Context: an optimization exercise on an open-source flow, tuned for small area and a short achievable clock period. The choices shown serve that exercise and are no tape-out recipe. Only simulation tests tie the RTL to the original design; equivalence was not proved.

**flow/design.v**
```verilog
module mul_unit (
	input  [15:0] a,
	input  [15:0] b,
	output [15:0] pf,
	output [12:0] pi,
	output        error
);
wire m1, m2, m3, m4, m5, m6, m7, m8, m9, m10, m11, m12;
wire m13, m14, m15, m16, m17, m18, m19, m20, m21, m22, m23, m24;
wire m25, m26, m27, m28, m29, m30, m31, m32, m33, m34, m35, m36;
wire m37, m38, m39, m40, m41, m42, m43, m44, m45, m46, m47, m48;
wire m49, m50, m51, m52, m53, m54, m55, m56, m57, m58, m59, m60;
wire m61, m62, m63, m64, m65, m66, m67, m68, m69, m70, m71, m72;
wire m73, m74, m75, m76, m77, m78, m79, m80, m81, m82, m83, m84;
wire m85, m86, m87, m88, m89, m90, m91, m92, m93, m94, m95, m96;
wire m97, m98, m99, m100, m101, m102, m103, m104, m105, m106, m107, m108;
wire m109, m110, m111, m112, m113, m114, m115, m116, m117, m118, m119, m120;
wire m121, m122, m123, m124, m125, m126, m127, m128, m129, m130, m131, m132;
wire m133, m134, m135, m136, m137, m138, m139, m140, m141, m142, m143, m144;
wire m145, m146, m147, m148, m149, m150, m151, m152, m153, m154, m155, m156;
wire m157, m158, m159, m160, m161, m162, m163, m164, m165, m166, m167, m168;
wire m169, m170, m171, m172, m173, m174, m175, m176, m177, m178, m179, m180;
wire m181, m182, m183, m184, m185, m186, m187, m188, m189, m190, m191, m192;
wire m193, m194, m195, m196, m197, m198, m199, m200, m201, m202, m203, m204;
wire m205, m206, m207, m208, m209, m210, m211, m212;
assign m1 = (a[0] & b[6]) ^ (a[1] & b[5]);
assign m2 = (a[0] & b[6]) & (a[1] & b[5]);
assign m3 = (a[0] & b[7]) ^ (a[1] & b[6]) ^ (a[2] & b[5]);
assign m4 = ((a[0] & b[7]) & (a[1] & b[6])) | ((a[0] & b[7]) & (a[2] & b[5])) | ((a[1] & b[6]) & (a[2] & b[5]));
assign m5 = (a[3] & b[4]) ^ (a[4] & b[3]);
assign m6 = (a[3] & b[4]) & (a[4] & b[3]);
assign m7 = (a[1] & b[7]) ^ (a[2] & b[6]) ^ (a[3] & b[5]);
assign m8 = ((a[1] & b[7]) & (a[2] & b[6])) | ((a[1] & b[7]) & (a[3] & b[5])) | ((a[2] & b[6]) & (a[3] & b[5]));
assign m9 = (a[4] & b[4]) ^ (a[5] & b[3]);
assign m10 = (a[4] & b[4]) & (a[5] & b[3]);
assign m11 = (a[2] & b[7]) ^ (a[3] & b[6]) ^ (a[4] & b[5]);
assign m12 = ((a[2] & b[7]) & (a[3] & b[6])) | ((a[2] & b[7]) & (a[4] & b[5])) | ((a[3] & b[6]) & (a[4] & b[5]));
assign m13 = (a[0] & b[4]) ^ (a[1] & b[3]);
assign m14 = (a[0] & b[4]) & (a[1] & b[3]);
assign m15 = (a[0] & b[5]) ^ (a[1] & b[4]) ^ (a[2] & b[3]);
assign m16 = ((a[0] & b[5]) & (a[1] & b[4])) | ((a[0] & b[5]) & (a[2] & b[3])) | ((a[1] & b[4]) & (a[2] & b[3]));
assign m17 = (a[3] & b[2]) ^ (a[4] & b[1]);
assign m18 = (a[3] & b[2]) & (a[4] & b[1]);
assign m19 = m1 ^ (a[2] & b[4]) ^ (a[3] & b[3]);
assign m20 = (m1 & (a[2] & b[4])) | (m1 & (a[3] & b[3])) | ((a[2] & b[4]) & (a[3] & b[3]));
assign m21 = (a[4] & b[2]) ^ (a[5] & b[1]) ^ (a[6] & b[0]);
assign m22 = ((a[4] & b[2]) & (a[5] & b[1])) | ((a[4] & b[2]) & (a[6] & b[0])) | ((a[5] & b[1]) & (a[6] & b[0]));
assign m23 = m2 ^ m3 ^ m5;
assign m24 = (m2 & m3) | (m2 & m5) | (m3 & m5);
assign m25 = (a[5] & b[2]) ^ (a[6] & b[1]) ^ (a[7] & b[0]);
assign m26 = ((a[5] & b[2]) & (a[6] & b[1])) | ((a[5] & b[2]) & (a[7] & b[0])) | ((a[6] & b[1]) & (a[7] & b[0]));
assign m27 = m4 ^ m6 ^ m7;
assign m28 = (m4 & m6) | (m4 & m7) | (m6 & m7);
assign m29 = m9 ^ (a[6] & b[2]) ^ (a[7] & b[1]);
assign m30 = (m9 & (a[6] & b[2])) | (m9 & (a[7] & b[1])) | ((a[6] & b[2]) & (a[7] & b[1]));
assign m31 = m8 ^ m10 ^ m11;
assign m32 = (m8 & m10) | (m8 & m11) | (m10 & m11);
assign m33 = (a[5] & b[4]) ^ (a[6] & b[3]) ^ (a[7] & b[2]);
assign m34 = ((a[5] & b[4]) & (a[6] & b[3])) | ((a[5] & b[4]) & (a[7] & b[2])) | ((a[6] & b[3]) & (a[7] & b[2]));
assign m35 = m12 ^ (a[3] & b[7]) ^ (a[4] & b[6]);
assign m36 = (m12 & (a[3] & b[7])) | (m12 & (a[4] & b[6])) | ((a[3] & b[7]) & (a[4] & b[6]));
assign m37 = (a[5] & b[5]) ^ (a[6] & b[4]) ^ (a[7] & b[3]);
assign m38 = ((a[5] & b[5]) & (a[6] & b[4])) | ((a[5] & b[5]) & (a[7] & b[3])) | ((a[6] & b[4]) & (a[7] & b[3]));
assign m39 = (a[4] & b[7]) ^ (a[5] & b[6]) ^ (a[6] & b[5]);
assign m40 = ((a[4] & b[7]) & (a[5] & b[6])) | ((a[4] & b[7]) & (a[6] & b[5])) | ((a[5] & b[6]) & (a[6] & b[5]));
assign m41 = (a[0] & b[3]) ^ (a[1] & b[2]);
assign m42 = (a[0] & b[3]) & (a[1] & b[2]);
assign m43 = m13 ^ (a[2] & b[2]) ^ (a[3] & b[1]);
assign m44 = (m13 & (a[2] & b[2])) | (m13 & (a[3] & b[1])) | ((a[2] & b[2]) & (a[3] & b[1]));
assign m45 = m14 ^ m15 ^ m17;
assign m46 = (m14 & m15) | (m14 & m17) | (m15 & m17);
assign m47 = m16 ^ m18 ^ m19;
assign m48 = (m16 & m18) | (m16 & m19) | (m18 & m19);
assign m49 = m20 ^ m22 ^ m23;
assign m50 = (m20 & m22) | (m20 & m23) | (m22 & m23);
assign m51 = m24 ^ m26 ^ m27;
assign m52 = (m24 & m26) | (m24 & m27) | (m26 & m27);
assign m53 = m28 ^ m30 ^ m31;
assign m54 = (m28 & m30) | (m28 & m31) | (m30 & m31);
assign m55 = m32 ^ m34 ^ m35;
assign m56 = (m32 & m34) | (m32 & m35) | (m34 & m35);
assign m57 = m36 ^ m38 ^ m39;
assign m58 = (m36 & m38) | (m36 & m39) | (m38 & m39);
assign m59 = m40 ^ (a[5] & b[7]) ^ (a[6] & b[6]);
assign m60 = (m40 & (a[5] & b[7])) | (m40 & (a[6] & b[6])) | ((a[5] & b[7]) & (a[6] & b[6]));
assign m61 = (a[0] & b[2]) ^ (a[1] & b[1]);
assign m62 = (a[0] & b[2]) & (a[1] & b[1]);
assign m63 = m41 ^ (a[2] & b[1]) ^ (a[3] & b[0]);
assign m64 = (m41 & (a[2] & b[1])) | (m41 & (a[3] & b[0])) | ((a[2] & b[1]) & (a[3] & b[0]));
assign m65 = m42 ^ m43 ^ (a[4] & b[0]);
assign m66 = (m42 & m43) | (m42 & (a[4] & b[0])) | (m43 & (a[4] & b[0]));
assign m67 = m44 ^ m45 ^ (a[5] & b[0]);
assign m68 = (m44 & m45) | (m44 & (a[5] & b[0])) | (m45 & (a[5] & b[0]));
assign m69 = m46 ^ m47 ^ m21;
assign m70 = (m46 & m47) | (m46 & m21) | (m47 & m21);
assign m71 = m48 ^ m49 ^ m25;
assign m72 = (m48 & m49) | (m48 & m25) | (m49 & m25);
assign m73 = m50 ^ m51 ^ m29;
assign m74 = (m50 & m51) | (m50 & m29) | (m51 & m29);
assign m75 = m52 ^ m53 ^ m33;
assign m76 = (m52 & m53) | (m52 & m33) | (m53 & m33);
assign m77 = m54 ^ m55 ^ m37;
assign m78 = (m54 & m55) | (m54 & m37) | (m55 & m37);
assign m79 = m56 ^ m57 ^ (a[7] & b[4]);
assign m80 = (m56 & m57) | (m56 & (a[7] & b[4])) | (m57 & (a[7] & b[4]));
assign m81 = m58 ^ m59 ^ (a[7] & b[5]);
assign m82 = (m58 & m59) | (m58 & (a[7] & b[5])) | (m59 & (a[7] & b[5]));
assign m83 = m60 ^ (a[6] & b[7]) ^ (a[7] & b[6]);
assign m84 = (m60 & (a[6] & b[7])) | (m60 & (a[7] & b[6])) | ((a[6] & b[7]) & (a[7] & b[6]));
assign m85 = m74 ^ m75;
assign m86 = m74 & m75;
assign m87 = m76 ^ m77;
assign m88 = m76 & m77;
assign m89 = m78 ^ m79;
assign m90 = m78 & m79;
assign m91 = m80 ^ m81;
assign m92 = m80 & m81;
assign m93 = m72 ^ m73;
assign m94 = m72 & m73;
assign m95 = m85 ^ ~(a[7] & b[1]) ^ ~(b[7] & a[1]);
assign m96 = (m85 & ~(a[7] & b[1])) | (m85 & ~(b[7] & a[1])) | (~(a[7] & b[1]) & ~(b[7] & a[1]));
assign m97 = m86 ^ m87 ^ ~(a[7] & b[2]);
assign m98 = (m86 & m87) | (m86 & ~(a[7] & b[2])) | (m87 & ~(a[7] & b[2]));
assign m99 = m88 ^ m89 ^ ~(a[7] & b[3]);
assign m100 = (m88 & m89) | (m88 & ~(a[7] & b[3])) | (m89 & ~(a[7] & b[3]));
assign m101 = m90 ^ m91 ^ ~(a[7] & b[4]);
assign m102 = (m90 & m91) | (m90 & ~(a[7] & b[4])) | (m91 & ~(a[7] & b[4]));
assign m103 = m93 ^ ~(a[7] & b[0]);
assign m104 = m93 & ~(a[7] & b[0]);
assign m105 = m94 ^ m95 ^ 1'b1;
assign m106 = (m94 & m95) | (m94 & 1'b1) | (m95 & 1'b1);
assign m107 = m96 ^ m97 ^ ~(b[7] & a[2]);
assign m108 = (m96 & m97) | (m96 & ~(b[7] & a[2])) | (m97 & ~(b[7] & a[2]));
assign m109 = m98 ^ m99 ^ ~(b[7] & a[3]);
assign m110 = (m98 & m99) | (m98 & ~(b[7] & a[3])) | (m99 & ~(b[7] & a[3]));
assign m111 = m100 ^ m101 ^ ~(b[7] & a[4]);
assign m112 = (m100 & m101) | (m100 & ~(b[7] & a[4])) | (m101 & ~(b[7] & a[4]));
assign m113 = m102 ^ m92;
assign m114 = m102 & m92;
assign m115 = m76 ^ m77 ^ a[0];
assign m116 = (m76 & m77) | (m76 & a[0]) | (m77 & a[0]);
assign m117 = m78 ^ m79 ^ a[1];
assign m118 = (m78 & m79) | (m78 & a[1]) | (m79 & a[1]);
assign m119 = (a[2] & b[9]) ^ (a[3] & b[8]);
assign m120 = (a[2] & b[9]) & (a[3] & b[8]);
assign m121 = m80 ^ m81 ^ a[2];
assign m122 = (m80 & m81) | (m80 & a[2]) | (m81 & a[2]);
assign m123 = (a[3] & b[9]) ^ (a[4] & b[8]) ^ (a[8] & b[4]);
assign m124 = ((a[3] & b[9]) & (a[4] & b[8])) | ((a[3] & b[9]) & (a[8] & b[4])) | ((a[4] & b[8]) & (a[8] & b[4]));
assign m125 = m82 ^ m83 ^ a[3];
assign m126 = (m82 & m83) | (m82 & a[3]) | (m83 & a[3]);
assign m127 = (a[4] & b[9]) ^ (a[5] & b[8]) ^ (a[8] & b[5]);
assign m128 = ((a[4] & b[9]) & (a[5] & b[8])) | ((a[4] & b[9]) & (a[8] & b[5])) | ((a[5] & b[8]) & (a[8] & b[5]));
assign m129 = m84 ^ (a[7] & b[7]) ^ a[4];
assign m130 = (m84 & (a[7] & b[7])) | (m84 & a[4]) | ((a[7] & b[7]) & a[4]);
assign m131 = (a[5] & b[9]) ^ (a[6] & b[8]) ^ (a[8] & b[6]);
assign m132 = ((a[5] & b[9]) & (a[6] & b[8])) | ((a[5] & b[9]) & (a[8] & b[6])) | ((a[6] & b[8]) & (a[8] & b[6]));
assign m133 = a[5] ^ (a[6] & b[9]) ^ (a[7] & b[8]);
assign m134 = (a[5] & (a[6] & b[9])) | (a[5] & (a[7] & b[8])) | ((a[6] & b[9]) & (a[7] & b[8]));
assign m135 = m74 ^ m75 ^ (a[0] & b[9]);
assign m136 = (m74 & m75) | (m74 & (a[0] & b[9])) | (m75 & (a[0] & b[9]));
assign m137 = m115 ^ (a[1] & b[9]) ^ (a[2] & b[8]);
assign m138 = (m115 & (a[1] & b[9])) | (m115 & (a[2] & b[8])) | ((a[1] & b[9]) & (a[2] & b[8]));
assign m139 = (a[8] & b[2]) ^ (a[9] & b[1]);
assign m140 = (a[8] & b[2]) & (a[9] & b[1]);
assign m141 = m116 ^ m117 ^ m119;
assign m142 = (m116 & m117) | (m116 & m119) | (m117 & m119);
assign m143 = (a[8] & b[3]) ^ (a[9] & b[2]) ^ b[1];
assign m144 = ((a[8] & b[3]) & (a[9] & b[2])) | ((a[8] & b[3]) & b[1]) | ((a[9] & b[2]) & b[1]);
assign m145 = m118 ^ m120 ^ m121;
assign m146 = (m118 & m120) | (m118 & m121) | (m120 & m121);
assign m147 = m123 ^ (a[9] & b[3]) ^ b[2];
assign m148 = (m123 & (a[9] & b[3])) | (m123 & b[2]) | ((a[9] & b[3]) & b[2]);
assign m149 = m122 ^ m124 ^ m125;
assign m150 = (m122 & m124) | (m122 & m125) | (m124 & m125);
assign m151 = m127 ^ (a[9] & b[4]) ^ b[3];
assign m152 = (m127 & (a[9] & b[4])) | (m127 & b[3]) | ((a[9] & b[4]) & b[3]);
assign m153 = m126 ^ m128 ^ m129;
assign m154 = (m126 & m128) | (m126 & m129) | (m128 & m129);
assign m155 = m131 ^ (a[9] & b[5]) ^ b[4];
assign m156 = (m131 & (a[9] & b[5])) | (m131 & b[4]) | ((a[9] & b[5]) & b[4]);
assign m157 = m130 ^ m132 ^ m133;
assign m158 = (m130 & m132) | (m130 & m133) | (m132 & m133);
assign m159 = (a[8] & b[7]) ^ (a[9] & b[6]) ^ b[5];
assign m160 = ((a[8] & b[7]) & (a[9] & b[6])) | ((a[8] & b[7]) & b[5]) | ((a[9] & b[6]) & b[5]);
assign m161 = m134 ^ a[6] ^ (a[7] & b[9]);
assign m162 = (m134 & a[6]) | (m134 & (a[7] & b[9])) | (a[6] & (a[7] & b[9]));
assign m163 = (a[8] & b[8]) ^ (a[9] & b[7]) ^ b[6];
assign m164 = ((a[8] & b[8]) & (a[9] & b[7])) | ((a[8] & b[8]) & b[6]) | ((a[9] & b[7]) & b[6]);
assign m165 = a[7] ^ (a[8] & b[9]) ^ (a[9] & b[8]);
assign m166 = (a[7] & (a[8] & b[9])) | (a[7] & (a[9] & b[8])) | ((a[8] & b[9]) & (a[9] & b[8]));
assign m167 = m72 ^ m73;
assign m168 = m72 & m73;
assign m169 = m135 ^ (a[1] & b[8]) ^ (a[8] & b[1]);
assign m170 = (m135 & (a[1] & b[8])) | (m135 & (a[8] & b[1])) | ((a[1] & b[8]) & (a[8] & b[1]));
assign m171 = m136 ^ m137 ^ m139;
assign m172 = (m136 & m137) | (m136 & m139) | (m137 & m139);
assign m173 = m138 ^ m140 ^ m141;
assign m174 = (m138 & m140) | (m138 & m141) | (m140 & m141);
assign m175 = m142 ^ m144 ^ m145;
assign m176 = (m142 & m144) | (m142 & m145) | (m144 & m145);
assign m177 = m146 ^ m148 ^ m149;
assign m178 = (m146 & m148) | (m146 & m149) | (m148 & m149);
assign m179 = m150 ^ m152 ^ m153;
assign m180 = (m150 & m152) | (m150 & m153) | (m152 & m153);
assign m181 = m154 ^ m156 ^ m157;
assign m182 = (m154 & m156) | (m154 & m157) | (m156 & m157);
assign m183 = m158 ^ m160 ^ m161;
assign m184 = (m158 & m160) | (m158 & m161) | (m160 & m161);
assign m185 = m162 ^ m164 ^ m165;
assign m186 = (m162 & m164) | (m162 & m165) | (m164 & m165);
assign m187 = m166 ^ a[8] ^ (a[9] & b[9]);
assign m188 = (m166 & a[8]) | (m166 & (a[9] & b[9])) | (a[8] & (a[9] & b[9]));
assign m189 = m167 ^ (a[0] & b[8]);
assign m190 = m167 & (a[0] & b[8]);
assign m191 = m168 ^ m169 ^ (a[9] & b[0]);
assign m192 = (m168 & m169) | (m168 & (a[9] & b[0])) | (m169 & (a[9] & b[0]));
assign m193 = m170 ^ m171 ^ b[0];
assign m194 = (m170 & m171) | (m170 & b[0]) | (m171 & b[0]);
assign m195 = m172 ^ m173 ^ m143;
assign m196 = (m172 & m173) | (m172 & m143) | (m173 & m143);
assign m197 = m174 ^ m175 ^ m147;
assign m198 = (m174 & m175) | (m174 & m147) | (m175 & m147);
assign m199 = m176 ^ m177 ^ m151;
assign m200 = (m176 & m177) | (m176 & m151) | (m177 & m151);
assign m201 = m178 ^ m179 ^ m155;
assign m202 = (m178 & m179) | (m178 & m155) | (m179 & m155);
assign m203 = m180 ^ m181 ^ m159;
assign m204 = (m180 & m181) | (m180 & m159) | (m181 & m159);
assign m205 = m182 ^ m183 ^ m163;
assign m206 = (m182 & m183) | (m182 & m163) | (m183 & m163);
assign m207 = m184 ^ m185 ^ b[7];
assign m208 = (m184 & m185) | (m184 & b[7]) | (m185 & b[7]);
assign m209 = m186 ^ m187 ^ b[8];
assign m210 = (m186 & m187) | (m186 & b[8]) | (m187 & b[8]);
assign m211 = m188 ^ a[9] ^ b[9];
assign m212 = (m188 & a[9]) | (m188 & b[9]) | (a[9] & b[9]);
wire [12:0] ix0 = {m110, m108, m106, m104, m103, m70, m68, m66, m64, m62, m61, (a[0] & b[1]), (a[0] & b[0])};
wire [12:0] ix1 = {m111, m109, m107, m105, ~(b[7] & a[0]), m71, m69, m67, m65, m63, (a[2] & b[0]), (a[1] & b[0]), 1'b0};
wire [21:0] fx0 = {1'b0, m212, m210, m208, m206, m204, m202, m200, m198, m196, m194, m192, m190, m189, m70, m68, m66, m64, m62, m61, (a[0] & b[1]), (a[0] & b[0])};
wire [21:0] fx1 = {1'b0, 1'b1, m211, m209, m207, m205, m203, m201, m199, m197, m195, m193, m191, (a[8] & b[0]), m71, m69, m67, m65, m63, (a[2] & b[0]), (a[1] & b[0]), 1'b0};
	wire [12:0] isum = ix0 + ix1;
	wire        iz   = (a[7:0] == 8'h80) | (b[7:0] == 8'h80);
	assign pi = iz ? 13'd0 : isum;
	wire [21:0] m  = fx0 + fx1;
	wire [5:0]  s  = a[14:10] + b[14:10];
	wire        uf = (s < 6'd15);
	wire        of = (s > 6'd46);
	wire [4:0]  e  = s[4:0] + 5'd17 + {4'd0, m[21]};
	wire [9:0]  f  = m[21] ? m[20:11] : m[19:10];
	wire        sg = a[15] ^ b[15];
	wire        z  = ~(|a) | ~(|b);
	assign error = uf | of;
	assign pf = z  ? 16'b0 :
	            uf ? {sg, 15'b0} :
	            of ? {sg, 5'h1f, 10'b0} :
	                 {sg, e, f};
endmodule
module mac_top
(
	input                    clk,
	input                    rst_n,         
	input                    enable,
	input                    valid,
	input                    read,    
	input                    mode,    
	input                    cfg,
	input             [15:0] in_a,
	input             [15:0] in_b,
	output            [15:0] mac_out,
	output                   error
);
	reg [15:0] pf_reg;    
	reg [12:0] pi_reg;    
	reg        err_reg;   
	reg [15:0] c_reg;
	reg        mode_reg;
	wire [15:0] pf_next, sum;
	wire [12:0] pi_next;
	wire        err_next;
	mul_unit u_mul  (.a(in_a), .b(in_b), .pf(pf_next), .pi(pi_next), .error(err_next));
	mac_add  u_add  (.mode(mode_reg), .pf(pf_reg), .pi(pi_reg), .c(c_reg), .s(sum));
	always @ ( posedge clk or negedge rst_n ) begin
		if ( ! rst_n ) begin
			pf_reg   <= 16'b0;   
			pi_reg   <= 13'b0;
			err_reg  <= 1'b1;    
			c_reg    <= 16'b0;
			mode_reg <= 1'b0;
		end else if (enable) begin
			if (valid) begin
				pf_reg  <= pf_next;
				pi_reg  <= pi_next;
				err_reg <= err_next;
				c_reg   <= sum;
			end
			else if (read) begin  
				pf_reg  <= 16'b0;
				pi_reg  <= 13'b0;
				err_reg <= 1'b1;
				c_reg   <= 16'b0;
			end
		end else if (cfg) begin
			mode_reg <= mode;
		end
	end
	assign error   = err_reg;
	assign mac_out = (read && enable && ~valid) ? sum : 16'b0;
endmodule
module mac_add (
	input         mode,
	input  [15:0] pf,
	input  [12:0] pi,
	input  [15:0] c,
	output [15:0] s
);
	wire [11:0] lo = pi[10:0] + c[10:0];
	wire [1:0]  hi = pi[12:11] + c[12:11];
	wire [15:0] s_int = {hi, 2'b00, lo};
	wire [4:0]  ep   = pf[14:10];
	wire [4:0]  ec   = c[14:10];
	wire [5:0]  d1   = {1'b0, ep} - {1'b0, ec};
	wire [4:0]  d2   = ec - ep;
	wire        p_ge = ~d1[5];
	wire [4:0]  sh   = p_ge ? d1[4:0] : d2;
	wire [4:0]  eb   = p_ge ? ep : ec;
	wire        a_gt = pf[14:0] > c[14:0];
	wire [9:0]  mb   = a_gt ? pf[9:0] : c[9:0];
	wire [9:0]  ms   = a_gt ? c[9:0]  : pf[9:0];
	wire        sign = a_gt ? pf[15]  : c[15];
	wire        sub  = pf[15] ^ c[15];
	wire [21:0] af   = {1'b1, ms, 11'd0} >> sh;
	wire [13:0] al   = {af[21:11], af[10], |af[8:0], af[9]};
	wire [14:0] sum  = {2'b01, mb, 3'd0} + {1'b0, al ^ {14{sub}}} + {14'd0, sub};
	wire [14:0] ma   = {sum[14] & ~sub, sum[13:0]};
	reg  [4:0]  nzl;
	always @(*) begin
		casez (ma[14:3])
			12'b1???????????: nzl = 5'd0;
			12'b01??????????: nzl = 5'd1;
			12'b001?????????: nzl = 5'd2;
			12'b0001????????: nzl = 5'd3;
			12'b00001???????: nzl = 5'd4;
			12'b000001??????: nzl = 5'd5;
			12'b0000001?????: nzl = 5'd6;
			12'b00000001????: nzl = 5'd7;
			12'b000000001???: nzl = 5'd8;
			12'b0000000001??: nzl = 5'd9;
			12'b00000000001?: nzl = 5'd10;
			12'b000000000001: nzl = 5'd11;
			default:          nzl = 5'd0;
		endcase
	end
	wire [5:0]  sle  = {1'b0, eb} - {1'b0, nzl} + 6'd1;
	wire [3:0]  lsv  = (nzl > sle[4:0]) ? sle[3:0] : nzl[3:0];
	wire [14:0] nm   = ma << lsv;
	wire        rnd  = (|nm[2:0] | nm[4]) & nm[3];
	wire [4:0]  ex   = sub ? (sle[5] ? 5'd0 : sle[4:0]) : (eb + {4'd0, ma[14]});
	wire [9:0]  fr   = nm[13:4] + {9'd0, rnd};
	wire [15:0] s_fp = {sign, ex, fr};
	assign s = mode ? s_fp : s_int;
endmodule
```
**flow/flow/run.sh**
```bash
#!/bin/bash
# Standard layout with five changes to how it is made (the clock, constraints
# and checks are the design's own):
#  - synthesis maps logic with the delay-bounded area mapping in flow/abc_area.script, after resyn2-style AIG rewriting
#  - synthesis leaves full and half adders to that mapping (no ADDER_MAP_FILE)
#  - synthesis maps adders' carry logic with Yosys's default Brent-Kung tree
#    (any SYNTH_OPERATIONS_ARGS drops ORFS's Kogge-Stone extra map; -nordff
#    only concerns memories, which this design has none of)
#  - ports get the smallest buffer (buf_1); timing repair resizes the ones that matter
#  - timing repair aims for more setup slack than the design's period needs
set -euo pipefail
W=$(pwd)
rm -rf "$W/scripts_local"
cp -r "$FLOW_HOME/scripts" "$W/scripts_local"
cp "$W/flow/abc_area.script" "$W/scripts_local/abc_area.script"
bash standard.sh SCRIPTS_DIR="$W/scripts_local" SYNTH_OPERATIONS_ARGS=-nordff ADDER_MAP_FILE= \
	"BUFFER_PORTS_ARGS=-buffer_cell sky130_fd_sc_hd__buf_1" SETUP_SLACK_MARGIN=24 finish > standard_flow.log 2>&1
```
**flow/flow/abc_area.script**
```
strash
balance
rewrite
refactor
balance
rewrite
rewrite -z
balance
refactor -z
rewrite -z
balance
balance
rewrite
refactor
balance
rewrite
rewrite -z
balance
refactor -z
rewrite -z
balance
dch -f
map -D 5000
topo
stime -c
dnsize -c -D 5000
```
**flow/standard.sh**
```bash
#!/bin/bash
# synth_recipe.tcl (not shown) runs the flow's synth.tcl, then flattens the netlist and writes it again
# the make line also repeats each setting of config.mk as NAME=value (left out here)
make -C /OpenROAD-flow-scripts/flow DESIGN_CONFIG=/design/flow/config.mk WORK_HOME=/design/flow/orfs CLKGATE_MAP_FILE= SYNTH_SCRIPT=/design/flow/synth_recipe.tcl "${@:-finish}"
```
**flow/config.mk**
```make
export PLATFORM = sky130hd
export DESIGN_NAME = mac_top
export DESIGN_NICKNAME = mac_top
export VERILOG_FILES = /design/flow/design.v
export SDC_FILE = /design/flow/constraint.sdc
export NUM_CORES = 4
export LEC_CHECK = 0
export ABC_AREA = 1
export CAP_MARGIN = 10
export CORE_MARGIN = 2
export CORE_UTILIZATION = 40
export CTS_BUF_LIST = sky130_fd_sc_hd__clkbuf_4 sky130_fd_sc_hd__clkbuf_8
export PLACE_DENSITY = 0.6
export SLEW_MARGIN = 10
```
**flow/constraint.sdc**
```tcl
create_clock -name core_clock -period 42.0 [get_ports {clk}]
set_input_delay 8.4000 -clock core_clock [delete_from_list [all_inputs] [get_ports {clk}]]
set_output_delay 8.4000 -clock core_clock [all_outputs]
set_load 0.01 [all_outputs]
```
==> impl_metrics.csv, run 1 <==
group,metric,value,unit
yosys,synth.avg_cell_area,5.39,µm²
global_route,grt_pass1_wl,53000,µm
clocking,cts.htree.levels,2,
sta,slew_headroom,0.478,
final_layout,mostFrequentLayoutCells,"nand2_1, nor2_1, clkinv_1",
critical_path,crit_path_start_kind,"input pin",
final_layout,drive_above_1_share,0.0531,
status,status,"complete, no violations",
global_route,track_usage,0.251,
floorplanning,ios,56,
global_route,grt_max_degree,48,
yosys,yosysSeqAreaShare,0.122,
place,placed_area,0.0104,mm²
yosys,async_flop_share,1.00,
yosys,synth_edf_count,0,
yosys,synth_nets,1831,
clocking,cts_tree,"yes",
route,dr.first_iter.drc_count,907,
yosys,synth_ff_type,"dfrtp_1",
critical_path,r2r_cells,44,
sta,setup_tns,0,ns
place,gp_congestion,0.948,
yosys,yosys_warnings,2,
final_layout,syn_to_final_growth,11.4,%
critical_path,reg2reg_slack,33.20,ns
hold_path,min_path_type,"flip-flop to flip-flop",
clocking,postCtsHoldBufs,0,
route,viasPerCell,5.46,
floorplanning,dieArea,0.0254,mm²
sta,period_minus_slack,17.81,ns
critical_path,cpMaxStageDelayCell,"nor2_1",
sta,rsz0062_at_grt,"yes",
clocking,root_buffer,"clkbuf_8",
final_layout,fin_area,0.0108,mm²
hold_path,hold_depth,1,
yosys,netlist-cell-type-count,47,
yosys,synthCells,1792,
floorplanning,die_y,159,µm
clocking,clock_sinks,47,
floorplanning,coreArea,0.0236,mm²
sta,fmax,0.0561,GHz
sta,period_share,0.424,
sta,worst_pin_slew,0.781,ns
yosys,synth_seq_cells,47,
final_layout,mostFrequentLayoutCell,"nand2_1",
critical_path,crit_chain,"buf_1 -> nand2_1 -> nor2_1 -> inv_4 -> nor2_1 -> buf_1",
floorplanning,initial_utilization,0.409,
critical_path,setup.worst_path.end_class,"output pin",
clocking,clk_pin_slew,0.09,ns
place,dp_hpwl,26700,µm
sta,setup_violations,0,
final_layout,antenna_cells,0,
clocking,cts_buffer_depth,2,
global_route,overflow,0,
route,wl_per_cell,14.9,µm
global_route,antenna_found_initial,0,
route,drc,0,
critical_path,path_class,"input pin to output pin",
sta,hold_viol_final,0,
place,dp.cells,2177,
critical_path,cp_data_arrival_time,9.41,ns
yosys,syn_area,0.00966,mm²
flow_run,cap_violations,0,
route,ant_nets,0,
clocking,clock_latency,0.32,ns
critical_path,cp.required,33.60,ns
final_layout,layout.nets,1921,
clocking,cts_buffers,5,
final_layout,finalNonFillerCells,2202,
critical_path,max_stage_delay,0.23,ns
floorplanning,fp.dieW,159,µm
floorplanning,rows,56,
route,drt_first_pass_iters,6,
route,vias,12029,
sta,slew_violations,0,
place,numPortBuffers,55,
critical_path,cp_max_fo,16,
global_route,grt_pass1_vias,10843,
route,drt-total-wl,32900,µm
sta,finalClockSkew,0.0143,ns
[cells by family (layout without fill, tap and decap cells)]
kind of cell,count (synthesis),in the layout,synth area share
simple gates,993,994,0.430
compound gates,380,380,0.229
flops,47,47,0.122
fa+ha+maj,4,4,0.00414
buf+inv,232,322,0.0901
xor+xnor,136,136,0.125
[timing repair]
action	CTS	global route
pin swaps	0	5
setup buffers	3	13
cloned	0	1
endpoints found under the setup margin	16	15
resized for setup	9	34
[per-layer routing]
| metal | GRT usage | vias up | wire, µm |
|---|---|---|---|
| met4 | 0.122 | 0 | 1630 |
| li1 | - | 6203 | - |
| met5 | 0 | - | 0 |
| met3 | 0.0133 | 99 | 1440 |
| met2 | 0.446 | 386 | 15600 |
| met1 | 0.310 | 5341 | 14200 |
[final timing paths]
check / start / to
max: enable / mac_out[13]
min: err_reg$_DFFE_PN1P_ / err_reg$_DFFE_PN1P_
max reg2reg: pf_reg[7]$_DFFE_PN0P_ / c_reg[9]$_DFFE_PN0P_
min reg2reg: err_reg$_DFFE_PN1P_ / err_reg$_DFFE_PN1P_
max in group asynchronous: rst_n / pf_reg[10]$_DFFE_PN0P_
min in group asynchronous: rst_n / mode_reg$_DFFE_PN0P_
[final cells by class]
| type | instances | area [µm²] |
|---|---|---|
| repair buffers | 82 | 423 |
| clock inverters | 2 | 60.1 |
| inverters | 232 | 878 |
| multi-input cells | 1514 | 7750 |
| clock buffers | 6 | 76.3 |
| well taps | 319 | 399 |
| flip-flops and latches | 47 | 1180 |
| fillers | 2633 | 12800 |
[worst max-delay path: cells and delay by family]
kind | cells | cell delay [ns]
simple gates | 3 | 0.56
buf+inv | 3 | 0.44
[Yosys cell counts, drive strengths merged (3+ instances only)]
cell type / number / share of area
nor3: 20 / 0.010
or2: 33 / 0.021
o21ai: 150 / 0.078
nand2: 473 / 0.18
nor2: 267 / 0.10
a21o: 8 / 0.0062
and2: 6 / 0.0039
a22o: 3 / 0.0027
clkinv: 232 / 0.090
o2bb2ai: 3 / 0.0027
nand3: 150 / 0.078
xnor2: 36 / 0.033
a31oi: 11 / 0.0071
dfrtp: 46 / 0.12
xor2: 99 / 0.090
a21oi: 90 / 0.047
nand3b: 3 / 0.0023
maj3: 4 / 0.0041
a32oi: 7 / 0.0063
and3: 3 / 0.0019
o22ai: 52 / 0.034
nor4: 7 / 0.0045
o21a: 8 / 0.0062
a21boi: 9 / 0.0070
nand4: 28 / 0.018
o211ai: 8 / 0.0062
a22oi: 8 / 0.0062
[through the flow]
stage	util	setup slack (ns)	hold WS, ns
finish	0.456	24.19	0.539
global placement	0.438	23.85	0.528
CTS	0.447	24.00	0.548
global route	0.456	23.90	0.563
detailed placement	0.438	23.68	0.534
floorplan	-	24.47	0.500
==> run 2, diff against run 1 <==
==> flow/flow/abc_area.script (replaced) <==
strash
balance
rewrite
refactor
balance
rewrite
rewrite -z
balance
refactor -z
rewrite -z
balance
dch -f
map -D 5000
topo
stime -c
dnsize -c -D 5000
==> run 2 against run 1 <==
Non-clock buffer count unchanged. First-iteration DRC count down 11%. Worst hold slack improved by 0.025 ns. Global-route usage increased by 0.86 points. Synthesized cell count shrank 0.17%. Utilization grew 0.25 points. Flip-flop and latch count did not move. Critical path type unchanged.
==> impl_metrics.csv, run 2 <==
group,metric,value,unit
sta,setup_tns,0,ns
yosys,synthCells,1789,
sta,worst_pin_slew,0.915,ns
clocking,cts_buffer_depth,2,
final_layout,seqCellArea,0.00118,mm²
global_route,grtUsageMet1,0.314,
floorplanning,dieArea,0.0256,mm²
global_route,overflow,0,
final_layout,drive_above_1_share,0.0734,
floorplanning,ios,56,
route,viasPerCell,5.47,
clocking,cts_tree,"yes",
place,numPortBuffers,55,
critical_path,cp_data_arrival_time,9.15,ns
place,dp.cells,2178,
hold_path,min_path_type,"flip-flop to flip-flop",
sta,slew_headroom,0.384,
critical_path,r2r-start,"c_reg[11]$_DFFE_PN0P_",
yosys,synth.area.top_cells,"nand2_1, dfrtp_1, nor2_1",
global_route,grt.busiest_layer,"met2",
final_layout,fillers,2707,
final_layout,antenna_cells,0,
yosys,yosysMostFrequentCell,"nand2_1",
critical_path,cp.required,33.60,ns
global_route,grt_pass1_vias,11114,
critical_path,crit_path_start_kind,"input pin",
sta,fmax,0.0570,GHz
yosys,yosysSeqAreaShare,0.121,
yosys,synth_ff_type,"dfrtp_1",
yosys,syn_area,0.00972,mm²
route,wl_per_cell,15.5,µm
global_route,grt_pass1_wl,54500,µm
place,dp_hpwl,27800,µm
clocking,clock_latency,0.32,ns
flow_run,cap_violations,0,
route,drc,0,
floorplanning,rows,57,
sta,hold_viol_final,0,
sta,rsz0062_at_grt,"no",
route,drt-total-wl,34200,µm
yosys,synth_largest_area_cell,"nand2_1",
final_layout,mostFrequentLayoutCells,"nand2_1, nor2_1, clkinv_1",
yosys,synth_nets,1828,
global_route,gr-usage-met2,0.469,
status,status,"complete, no violations",
critical_path,reg2reg_slack,33.41,ns
final_layout,layout.nets,1918,
yosys,async_flop_share,1.00,
hold_path,min_to,"err_reg$_DFFE_PN1P_",
final_layout,mostFrequentLayoutCell,"nand2_1",
clocking,cts_buffers,5,
global_route,grt_max_degree,48,
final_layout,postLayoutCoreUtil,0.459,
critical_path,cp_max_fo,16,
yosys,yosys-top-cells-count,"nand2_1, nor2_1, clkinv_1",
sta,fin_hold_ws,0.564,ns
final_layout,finalNonFillerCells,2204,
global_route,antenna_found_initial,0,
sta,period_minus_slack,17.55,ns
clocking,cts.htree.levels,2,
yosys,synth.avg_cell_area,5.44,µm²
floorplanning,die_y,160,µm
clocking,clock_sinks,47,
critical_path,r2r_cells,45,
yosys,synth_seq_cells,47,
route,vias,12051,
global_route,use_met3,0.0203,
floorplanning,coreArea,0.0241,mm²
sta,finalClockSkew,0.00770,ns
critical_path,setup.worst_path.end_class,"output pin",
sta,slew_violations,0,
final_layout,syn_to_final_growth,13.7,%
yosys,netlist-cell-type-count,50,
clocking,root_buffer,"clkbuf_8",
final_layout,multi_input_area,0.00804,mm²
place,gp_congestion,0.979,
sta,period_share,0.418,
sta,setup_violations,0,
clocking,clk_pin_slew,0.09,ns
clocking,postCtsHoldBufs,0,
floorplanning,fp.dieW,160,µm
yosys,yosys_warnings,2,
route,ant_nets,0,
global_route,track_usage,0.259,
yosys,synth_top_cell_area_share,0.182,
critical_path,path_class,"input pin to output pin",
floorplanning,initial_utilization,0.403,
hold_path,hold_depth,1,
hold_path,min-delay-start,"err_reg$_DFFE_PN1P_",
yosys,synth_edf_count,0,
route,drt_first_pass_iters,6,
critical_path,r2r-end,"c_reg[7]$_DFFE_PN0P_",
route,dr.first_iter.drc_count,806,
-- run 2: logic make-up (layout without fill, tap and decap cells) --
group	after synthesis	in the layout	synth area share
AO/OA/AOI/OAI	387	387	0.236
XOR/XNOR	137	137	0.125
adder cells (fa/ha/maj)	5	5	0.00515
buffers and inverters	230	320	0.0888
flip-flops	47	47	0.121
multiplexers	2	2	0.00206
AND/OR/NAND/NOR	981	982	0.421
-- run 2: timing repair --
action,4_1_cts,5_1_grt
resized for setup,18,84
pin swaps,2,13
gates cloned,0,1
buffers inserted,4,13
endpoints found under the setup margin,10,11
-- run 2: how the worst max path moves through the flow --
| stage | startpoint | end | slack, ns |
|---|---|---|---|
| final | valid | mac_out[12] | 24.45 |
| after detailed placement | c_reg[11]$_DFFE_PN0P_ | mac_out[7] | 23.53 |
| after CTS | valid | mac_out[12] | 24.10 |
| after global routing | c_reg[10]$_DFFE_PN0P_ | mac_out[9] | 23.99 |
| after global placement | c_reg[12]$_DFFE_PN0P_ | mac_out[9] | 23.66 |
| after floorplan | valid | mac_out[0] | 24.54 |
-- run 2: worst max-delay path, stage by stage --
cell and delay (ns):
buf_1 0.09, nand3b_1 0.15, buf_4 0.20, nor2_1 0.14
buf_1 0.16
-- run 2: through the flow --
step	instance area [µm²]	worst slack, ns
2_1_floorplan	9720	24.54
3_3_place_gp	10400	23.66
3_5_place_dp	10400	23.53
4_1_cts	10600	24.10
5_1_grt	11100	23.99
6_report	11100	24.45
-- run 2: final cells by class --
| class | count | share of cell area |
|---|---|---|
| multi-input combinational | 1513 | 0.728 |
| inverter | 230 | 0.0781 |
| clock inverter | 3 | 0.00645 |
| tap | 324 | 0.0367 |
| timing repair buffer | 82 | 0.0383 |
| sequential | 47 | 0.107 |
| clock buffer | 5 | 0.00623 |
-- run 2: per-layer routing --
layer | vias to the layer above | wire (µm)
met1 | 5362 | 14300
li1 | 6205 | -
met4 | 0 | 1520
met2 | 393 | 16700
met5 | - | 0
met3 | 91 | 1650
==> run 3, diff against run 2 <==
==> flow/flow/abc_area.script (replaced) <==
strash
balance
rewrite
refactor
balance
rewrite
rewrite -z
balance
refactor -z
rewrite -z
balance
dch -f
map -D 4500
topo
stime -c
dnsize -c -D 4500
==> run 3 against run 2 <==
Critical endpoint is now mac_out[1]. Worst hold slack worse by 0.030 ns. Critical path depth stayed put. Register-to-register slack better by 0.09 ns. Die area is 7.2% higher. Area after synthesis is 7.4% higher. Global-route usage is 2.2 points higher. Clock-buffer cell count is 1 higher. Design area is 6.4% higher. Flip-flop and latch count stayed put. Largest cell class unchanged. Clock skew is 0.010 ns higher.
==> impl_metrics.csv, run 3 <==
group,metric,value,unit
status,status,"complete, no violations",
floorplanning,initial_utilization,0.404,
yosys,synth_edf_count,0,
final_layout,fillers,2828,
sta,slew_headroom,0.425,
yosys,synth_top_cell_area_share,0.184,
critical_path,crit_chain,"buf_1 -> nand3b_1 -> buf_4 -> nor2_1 -> buf_1",
floorplanning,dieArea,0.0274,mm²
final_layout,mostFrequentLayoutCell,"nand2_1",
global_route,grt_pass1_wl,60900,µm
critical_path,r2r-start,"c_reg[10]$_DFFE_PN0P_",
global_route,track_usage,0.282,
yosys,yosysSeqAreaShare,0.113,
critical_path,crit_path_start_kind,"input pin",
clocking,cts_buffers,5,
flow_run,cap_violations,0,
critical_path,cpMostUsedCell,"buf_1",
yosys,synth_top_family_by_area,"simple AND/OR/NAND/NOR gates",
yosys,synth_seq_cells,47,
hold_path,min_path_type,"flip-flop to flip-flop",
yosys,synth_xor_area_frac,0.120,
clocking,clock_sinks,47,
sta,fin_hold_ws,0.534,ns
yosys,synth_ff_type,"dfrtp_1",
floorplanning,rows,59,
critical_path,reg2reg_slack,33.50,ns
critical_path,setup.worst_path.end_class,"output pin",
final_layout,syn_to_final_growth,12.6,%
sta,setup_violations,0,
yosys,syn_area,0.0104,mm²
yosys,synth_fa_ha_area_frac,0.00383,
route,dr.first_iter.drc_count,1275,
critical_path,max_stage_delay,0.29,ns
clocking,clk_pin_slew,0.10,ns
route,drt_first_pass_iters,6,
place,gp_congestion,0.957,
sta,slew_violations,0,
final_layout,antenna_cells,0,
floorplanning,coreArea,0.0258,mm²
place,placed_area,0.0112,mm²
yosys,synth-simple-area-share,0.443,
critical_path,r2r_cells,44,
critical_path,path_class,"input pin to output pin",
sta,period_share,0.421,
final_layout,mostFrequentLayoutCells,"nand2_1, nor2_1, clkinv_1",
global_route,grt_max_degree,48,
critical_path,crit_path_start,"valid",
clocking,cts.htree.levels,2,
yosys,yosys-top-cells-count,"nand2_1, nor2_1, clkinv_1",
sta,hold_viol_final,0,
route,wl_per_cell,16.6,µm
clocking,cts_buffer_depth,2,
critical_path,cp.required,33.60,ns
sta,setup_tns,0,ns
yosys,synth_largest_area_cell,"nand2_1",
critical_path,cp_num_cells,5,
floorplanning,fp.dieW,166,µm
global_route,antenna_found_initial,0,
yosys,synth.area.top_cells,"nand2_1, dfrtp_1, nand3_1",
yosys,async_flop_share,1.00,
clocking,cts_tree,"yes",
route,drt-total-wl,38900,µm
route,viasPerCell,5.68,
yosys,synth_compound_area_frac,0.233,
critical_path,cp_max_fo,5,
yosys,synth.avg_cell_area,5.46,µm²
clocking,clock_latency,0.31,ns
route,vias,13291,
clocking,postCtsHoldBufs,0,
critical_path,cp-endpoint,"mac_out[1]",
sta,period_minus_slack,17.70,ns
route,drc,0,
global_route,grt_pass1_vias,11717,
floorplanning,ios,56,
critical_path,r2r-end,"c_reg[8]$_DFFE_PN0P_",
clocking,root_buffer,"clkbuf_8",
global_route,overflow,0,
sta,finalClockSkew,0.0179,ns
sta,fmax,0.0565,GHz
place,numPortBuffers,55,
sta,worst_pin_slew,0.854,ns
final_layout,postLayoutCoreUtil,0.455,
yosys,yosysMostFrequentCell,"nand2_1",
route,ant_nets,0,
critical_path,cpMaxStageDelayCell,"nor2_1",
yosys,synthCells,1912,
sta,rsz0062_at_grt,"yes",
critical_path,cp_data_arrival_time,9.30,ns
final_layout,drive_above_1_share,0.0609,
place,dp_hpwl,31500,µm
yosys,yosys_warnings,2,
final_layout,fin_area,0.0118,mm²
critical_path,crit_family,"buffers and inverters",
critical_path,crit_buf_inv,3,
yosys,synth_nets,1951,
yosys,netlist-cell-type-count,47,
floorplanning,die_y,166,µm
final_layout,layout.nets,2042,
yosys,synthMuxAreaShare,0,
[run 3: cell count changes in the layout (fill, tap and decap cells not counted), sizes merged, moves of 4 or more]
cell,before,now
clkinv,230,239
nand2,473,511
nand3,121,199
nand3b,2,6
nand4,30,42
nor2,269,247
o211a,2,6
o211ai,10,31
o21ai,140,113
or2,36,30
xnor2,39,34
xnor3,1,5
[run 3: how the worst min path moves through the flow]
stage                           start                endpoint  slack (ns)  cells past startpoint
2_1_floorplan  pi_reg[12]$_DFFE_PN0P_  pi_reg[12]$_DFFE_PN0P_        0.47                      2
3_3_place_gp    pi_reg[6]$_DFFE_PN0P_   pi_reg[6]$_DFFE_PN0P_        0.52                      1
3_5_place_dp    pi_reg[6]$_DFFE_PN0P_   pi_reg[6]$_DFFE_PN0P_        0.52                      1
4_1_cts         pi_reg[6]$_DFFE_PN0P_   pi_reg[6]$_DFFE_PN0P_        0.54                      1
5_1_grt        pi_reg[12]$_DFFE_PN0P_  pi_reg[12]$_DFFE_PN0P_        0.56                      2
6_report        pi_reg[6]$_DFFE_PN0P_   pi_reg[6]$_DFFE_PN0P_        0.53                      1
[run 3: cell families after synthesis]
logic type / count (synthesis)
flip-flops: 47
AO/OA/AOI/OAI: 396
XOR/XNOR: 135
adder cells (fa/ha/maj): 4
AND/OR/NAND/NOR: 1088
buffers and inverters: 242
[run 3: final cells by class]
type                    instances  area [µm²]  share of cell area
clock buffers                   6        76.3             0.00649
clock inverters                 2        60.1             0.00511
inverters                     242         912              0.0776
multi-input cells            1623        8670               0.737
flip-flops and latches         47        1180               0.100
well taps                     335         419              0.0356
repair buffers                 84         445              0.0379
[run 3: layer usage]
layer | up-vias | share of wire | track usage
met5 | - | 0 | 0
met2 | 440 | 0.45 | 0.474
met3 | 94 | 0.062 | 0.0377
met1 | 6041 | 0.44 | 0.368
li1 | 6716 | - | -
met4 | 0 | 0.040 | 0.103
[run 3: what timing repair did]
action | 4_1_cts | 5_1_grt
resized for setup | 19 | 58
setup buffers | 6 | 9
pin swaps | 2 | 5
setup endpoints to repair | 10 | 10
[run 3: metrics by stage]
stage	setup slack, ns	cells
after floorplan	24.54	1912
after detailed placement	23.27	2316
after global placement	23.34	2316
after global routing	23.99	2339
final	24.30	2339
after CTS	23.96	2330
==> run 4, diff against run 3 <==
--- a/flow/flow/run.sh
+++ b/flow/flow/run.sh
@@ -3,3 +3,3 @@
 # and checks are the design's own):
-#  - synthesis maps logic with the delay-bounded area mapping in flow/abc_area.script, after resyn2-style AIG rewriting
+#  - synthesis maps logic with the delay-bounded area mapping in flow/abc_area.script, after two rounds of resyn2-style AIG rewriting
 #  - synthesis leaves full and half adders to that mapping (no ADDER_MAP_FILE)
==> flow/flow/abc_area.script (replaced) <==
strash
balance
rewrite
refactor
balance
rewrite
rewrite -z
balance
refactor -z
rewrite -z
balance
balance
rewrite
refactor
balance
rewrite
rewrite -z
balance
refactor -z
rewrite -z
balance
dch -f
map -D 5000
topo
stime -c
dnsize -c -D 5000
==> run 4 against run 3 <==
Still clean. Global-route usage is 3.1 points lower. Design area is 8.4% lower. Cell count is 5.9% lower. Routed wire length is 16% lower. Flip-flop and latch count stayed put. Worst hold slack better by 0.0051 ns. Area after synthesis is 7.4% lower. Largest cell class unchanged. Highest routed layer unchanged.
==> impl_metrics.csv, run 4 <==
group,metric,value,unit
floorplanning,rows,56,
clocking,cts_buffer_depth,2,
yosys,yosysSeqAreaShare,0.122,
final_layout,seqCellArea,0.00118,mm²
sta,rsz0062_at_grt,"yes",
yosys,synth_seq_cells,47,
final_layout,postLayoutCoreUtil,0.456,
global_route,overflow,0,
route,drc,0,
global_route,antenna_found_initial,0,
sta,setup_violations,0,
critical_path,cp_max_fo,16,
place,numPortBuffers,55,
sta,slew_violations,0,
final_layout,multi_input_area,0.00775,mm²
clocking,clk_pin_slew,0.09,ns
floorplanning,dieArea,0.0254,mm²
yosys,async_flop_share,1.00,
floorplanning,coreArea,0.0236,mm²
critical_path,cp.required,33.60,ns
critical_path,path_class,"input pin to output pin",
yosys,synthCells,1792,
final_layout,mostFrequentLayoutCells,"nand2_1, nor2_1, clkinv_1",
final_layout,syn_to_final_growth,11.4,%
floorplanning,die_y,159,µm
yosys,yosysMostFrequentCell,"nand2_1",
clocking,cts.htree.levels,2,
yosys,synth.area.top_cells,"nand2_1, dfrtp_1, nor2_1",
clocking,root_buffer,"clkbuf_8",
final_layout,drive_above_1_share,0.0531,
yosys,yosys_warnings,2,
critical_path,setup.worst_path.end_class,"output pin",
yosys,syn_area,0.00966,mm²
global_route,grt_max_degree,48,
global_route,grt_pass1_vias,10843,
yosys,synth.avg_cell_area,5.39,µm²
yosys,synth_edf_count,0,
global_route,grt_pass1_wl,53000,µm
route,ant_nets,0,
final_layout,layout.nets,1921,
clocking,cts_buffers,5,
place,placed_area,0.0104,mm²
yosys,yosys-top-cells-count,"nand2_1, nor2_1, clkinv_1",
route,vias,12029,
route,wl_per_cell,14.9,µm
status,status,"complete, no violations",
route,drt_first_pass_iters,6,
sta,finalClockSkew,0.0143,ns
floorplanning,ios,56,
sta,slew_headroom,0.478,
clocking,postCtsHoldBufs,0,
sta,worst_pin_slew,0.781,ns
global_route,track_usage,0.251,
sta,setup_tns,0,ns
clocking,clock_latency,0.32,ns
final_layout,mostFrequentLayoutCell,"nand2_1",
hold_path,min_path_type,"flip-flop to flip-flop",
route,dr.first_iter.drc_count,907,
yosys,synth_ff_type,"dfrtp_1",
final_layout,fin_area,0.0108,mm²
route,drt-total-wl,32900,µm
sta,hold_viol_final,0,
final_layout,antenna_cells,0,
floorplanning,initial_utilization,0.409,
yosys,netlist-cell-type-count,47,
final_layout,fillers,2633,
clocking,clock_sinks,47,
place,dp_hpwl,26700,µm
flow_run,cap_violations,0,
yosys,synth_nets,1831,
critical_path,crit_path_start_kind,"input pin",
sta,fmax,0.0561,GHz
yosys,synth_top_cell_area_share,0.184,
place,gp_congestion,0.948,
critical_path,cp_data_arrival_time,9.41,ns
sta,period_minus_slack,17.81,ns
clocking,cts_tree,"yes",
yosys,synth_largest_area_cell,"nand2_1",
sta,period_share,0.424,
floorplanning,fp.dieW,159,µm
route,viasPerCell,5.46,
## run 4: changes by cell type after synthesis, moves of 10 or more
cell      delta
nand3_1     -49
nand2_1     -38
o21ai_0     +37
o211ai_1    -23
nor2_1      +20
nor3_1      -15
nand4_1     -14
clkinv_1    -10
## run 4: worst max-delay path: stages
cell and delay (ns):
buf_1 0.13, nand2_1 0.20, nor2_1 0.23, inv_4 0.13
nor2_1 0.13, buf_1 0.18
## run 4: worst paths after layout
path                                          end             startpoint  slack (ns)  cells after the start
min                           err_reg$_DFFE_PN1P_    err_reg$_DFFE_PN1P_        0.54                      1
max in group asynchronous  pf_reg[10]$_DFFE_PN0P_                  rst_n       33.40                      2
max reg2reg                  c_reg[9]$_DFFE_PN0P_  pf_reg[7]$_DFFE_PN0P_       33.20                     44
min reg2reg                   err_reg$_DFFE_PN1P_    err_reg$_DFFE_PN1P_        0.54                      1
min in group asynchronous    mode_reg$_DFFE_PN0P_                  rst_n        8.15                      2
max                                   mac_out[13]                 enable       24.19                      6
## run 4: kinds of logic (layout without fill, tap and decap cells)
| logic type | after synthesis | in the layout | share of synthesized area |
|---|---|---|---|
| AND/OR/NAND/NOR | 993 | 994 | 0.430 |
| adder cells (fa/ha/maj) | 4 | 4 | 0.00414 |
| XOR/XNOR | 136 | 136 | 0.125 |
| AO/OA/AOI/OAI | 380 | 380 | 0.229 |
| flip-flops | 47 | 47 | 0.122 |
| buffers and inverters | 232 | 322 | 0.0901 |
## run 4: metal layers
layer | share of wire | up-vias | GRT usage
met2 | 0.48 | 386 | 0.446
met3 | 0.044 | 99 | 0.0133
met4 | 0.049 | 0 | 0.122
li1 | - | 6203 | -
met5 | 0 | - | 0
met1 | 0.43 | 5341 | 0.310
## run 4: repair_timing
action	4_1_cts	5_1_grt
resized for setup	9	34
endpoints found under the setup margin	16	15
pin swaps	0	5
gates cloned	0	1
buffers inserted	3	13
## run 4: layout make-up
| type | count | area share |
|---|---|---|
| Clock buffer | 6 | 0.00709 |
| Tap cell | 319 | 0.0371 |
| Inverter | 232 | 0.0816 |
| Clock inverter | 2 | 0.00558 |
| Sequential cell | 47 | 0.109 |
| Timing Repair Buffer | 82 | 0.0393 |
| Multi-Input combinational cell | 1514 | 0.720 |
## run 4: stage by stage
stage                     cells  setup slack [ns]  hold WS, ns
after CTS                  2188             24.00        0.548
after global routing       2202             23.90        0.563
after floorplan            1792             24.47        0.500
final                      2202             24.19        0.539
after detailed placement   2177             23.68        0.534
after global placement     2177             23.85        0.528
==> run 5, diff against run 4 <==
--- a/flow/flow/run.sh
+++ b/flow/flow/run.sh
@@ -3,3 +3,3 @@
 # and checks are the design's own):
-#  - synthesis maps logic with the delay-bounded area mapping in flow/abc_area.script, after two rounds of resyn2-style AIG rewriting
+#  - synthesis maps logic with the delay-bounded area mapping in flow/abc_area.script, after three rounds of resyn2-style AIG rewriting
 #  - synthesis leaves full and half adders to that mapping (no ADDER_MAP_FILE)
--- a/flow/flow/abc_area.script
+++ b/flow/flow/abc_area.script
@@ -1,2 +1,12 @@
 strash
+balance
+rewrite
+refactor
+balance
+rewrite
+rewrite -z
+balance
+refactor -z
+rewrite -z
+balance
 balance
==> run 5 against run 4 <==
Critical path depth decreased by 1. Clock-buffer cell count decreased by 1. Die area decreased by 0.66%. Synthesized cell count decreased by 1.0%. Area after synthesis decreased by 0.67%. Sequential share of layout area about the same. Global-route usage increased by 0.30 points. Routed wire length increased by 1.6%. Maximum frequency increased by 1.5%.
==> impl_metrics.csv, run 5 <==
group,metric,value,unit
hold_path,min_path_type,"flip-flop to flip-flop",
clocking,cts_buffer_depth,2,
sta,finalClockSkew,0.0144,ns
sta,setup_tns,0,ns
status,status,"complete, no violations",
yosys,netlist-cell-type-count,49,
final_layout,mostFrequentLayoutCells,"nand2_1, nor2_1, clkinv_1",
global_route,grt_pass1_wl,52800,µm
clocking,clk_pin_slew,0.09,ns
sta,period_share,0.418,
yosys,synth_ff_type,"dfrtp_1",
sta,slew_headroom,0.504,
critical_path,cp_data_arrival_time,9.15,ns
place,dp.cells,2159,
critical_path,max_stage_delay,0.20,ns
critical_path,cpMostUsedCell,"buf_1",
route,viasPerCell,5.48,
clocking,cts.htree.levels,2,
critical_path,path_class,"input pin to output pin",
floorplanning,die_y,159,µm
place,preCtsSetupSlack,23.18,ns
critical_path,crit_chain,"buf_1 -> nand3b_1 -> buf_4 -> nor2_1 -> buf_1",
critical_path,cp.required,33.60,ns
final_layout,postLayoutCoreUtil,0.458,
yosys,synth_top_cell_area_share,0.182,
yosys,yosys_warnings,2,
global_route,antenna_found_initial,0,
sta,worst_pin_slew,0.744,ns
final_layout,drive_above_1_share,0.0617,
yosys,synth.area.top_cells,"nand2_1, dfrtp_1, nor2_1",
route,dr.first_iter.drc_count,843,
final_layout,antenna_cells,0,
floorplanning,ios,56,
critical_path,crit_buf_inv,3,
yosys,yosysSeqAreaShare,0.123,
yosys,yosys-top-cells-count,"nand2_1, nor2_1, clkinv_1",
route,ant_nets,0,
yosys,yosysMostFrequentCell,"nand2_1",
sta,fmax,0.0570,GHz
final_layout,finalNonFillerCells,2184,
sta,setup_violations,0,
critical_path,cp_max_fo,16,
global_route,overflow,0,
final_layout,layout.nets,1903,
sta,hold_viol_final,0,
floorplanning,rows,56,
sta,period_minus_slack,17.55,ns
yosys,syn_area,0.00960,mm²
critical_path,cpMaxStageDelayCell,"buf_4",
route,drc,0,
critical_path,setup.worst_path.end_class,"output pin",
critical_path,crit_family,"buffers and inverters",
critical_path,reg2reg_slack,33.19,ns
clocking,cts_tree,"yes",
flow_run,cap_violations,0,
floorplanning,coreArea,0.0235,mm²
clocking,root_buffer,"clkbuf_8",
global_route,track_usage,0.254,
yosys,synth_nets,1813,
global_route,grt_max_degree,48,
clocking,clock_sinks,47,
sta,rsz0062_at_grt,"yes",
final_layout,syn_to_final_growth,12.4,%
place,gp_congestion,1.02,
route,drt-total-wl,33400,µm
global_route,grt_pass1_vias,10721,
final_layout,fillers,2664,
floorplanning,initial_utilization,0.408,
route,wl_per_cell,15.3,µm
sta,layout_setup_ws,24.45,ns
clocking,clock_latency,0.32,ns
yosys,synth_seq_cells,47,
place,dp_hpwl,27300,µm
place,numPortBuffers,55,
floorplanning,fp.dieW,159,µm
yosys,synth_largest_area_cell,"nand2_1",
critical_path,crit_path_start_kind,"input pin",
floorplanning,dieArea,0.0253,mm²
final_layout,mostFrequentLayoutCell,"nand2_1",
sta,slew_violations,0,
yosys,synth.avg_cell_area,5.41,µm²
yosys,async_flop_share,1.00,
yosys,synthCells,1774,
clocking,cts_buffers,5,
route,vias,11970,
yosys,synth_edf_count,0,
route,drt_first_pass_iters,5,
## run 5: cell types whose count changed after synthesis, moves of 4 or more
cell / delta
nand2_1: -8
nand4_1: -4
xnor2_1: -5
nand3_1: -25
nor3_1: +13
o211a_1: +5
nor2_1: +8
a22oi_1: +4
clkinv_1: -7
## run 5: timing repair
item / CTS / global route
endpoints found under the hold margin: 0 / 0
setup endpoints to repair: 10 / 16
pin swaps: 2 / 9
buffers inserted: 2 / 13
gates cloned: 0 / 2
hold buffers: 0 / 0
resized for setup: 19 / 45
## run 5: per-layer routing
layer | vias to the layer above | part of all wire | GRT usage
met1 | 5312 | 0.43 | 0.310
met3 | 102 | 0.048 | 0.0159
li1 | 6147 | - | -
met4 | 0 | 0.052 | 0.131
met2 | 409 | 0.47 | 0.451
met5 | - | 0 | 0
## run 5: cells by family (layout without fill, tap and decap cells)
family	after synthesis	after routing	synth area share
flip-flops	47	47	0.123
AND/OR/NAND/NOR	981	982	0.427
AO/OA/AOI/OAI	385	386	0.238
multiplexers	2	2	0.00209
buffers and inverters	225	314	0.0880
adder cells (fa/ha/maj)	2	2	0.00209
XOR/XNOR	132	132	0.120
## run 5: layout make-up
cell class	instances	area [µm²]	area share
Tap cell	319	399	0.0370
Clock inverter	3	47.5	0.00441
Multi-Input combinational cell	1504	7830	0.726
Clock buffer	5	68.8	0.00638
Inverter	225	848	0.0786
Sequential cell	47	1180	0.109
Timing Repair Buffer	81	415	0.0385
## run 5: metrics by stage
stage,hold slack (ns),instance area (µm²)
after floorplan,0.473,9600
after global placement,0.507,10300
after detailed placement,0.511,10300
after CTS,0.533,10500
after global routing,0.558,10800
final,0.523,10800
## run 5: path summary, 6_finish.rpt
check	startpoint	endpoint	depth (start not counted)
max	valid	mac_out[12]	5
min	pi_reg[6]$_DFFE_PN0P_	pi_reg[6]$_DFFE_PN0P_	1
max reg2reg	c_reg[7]$_DFFE_PN0P_	c_reg[8]$_DFFE_PN0P_	46
min reg2reg	pi_reg[6]$_DFFE_PN0P_	pi_reg[6]$_DFFE_PN0P_	1
max in group asynchronous	rst_n	c_reg[3]$_DFFE_PN0P_	2
min in group asynchronous	rst_n	c_reg[6]$_DFFE_PN0P_	2
## run 5: worst register-to-register path, delay by kind of cell (launching register included)
| kind | cells | cell delay [ns] |
|---|---|---|
| XOR/XNOR | 1 | 0.18 |
| multiplexers | 1 | 0.15 |
| AO/OA/AOI/OAI | 13 | 3.13 |
| AND/OR/NAND/NOR | 24 | 3.59 |
| buffers and inverters | 7 | 1.08 |
| flip-flops | 1 | 0.55 |

port drivers added, routing unchanged:
Ports are ideal in the flow. The routed layouts listed here were re-timed in OpenROAD.
Step 1: set_driving_cell puts a clkbuf_16 on clk and a buf_2 on each other input, an assumption about the parent block.
Step 2 also shifts input and output timing later by t, the mid clock arrival at the registers, as if the neighbouring blocks saw the same clock.
Three values: ideal, step 1, step 2; two values: the first two.
| run | shift t [ns] | setup WS [ns] | pins driven straight from the clock port |
|---|---|---|---|
| run 1 | 0.343 | 24.190 / 24.166 / 24.166 | 1 |
| run 2 | 0.349 | 24.450 / 24.428 / 24.428 | 1 |
| run 3 | 0.342 | 24.299 / 24.279 / 24.279 | 1 |
| run 4 | 0.343 | 24.190 / 24.166 / 24.166 | 1 |
| run 5 | 0.352 | 24.453 / 24.433 / 24.433 | 1 |
After both steps every run listed still meets setup and hold.
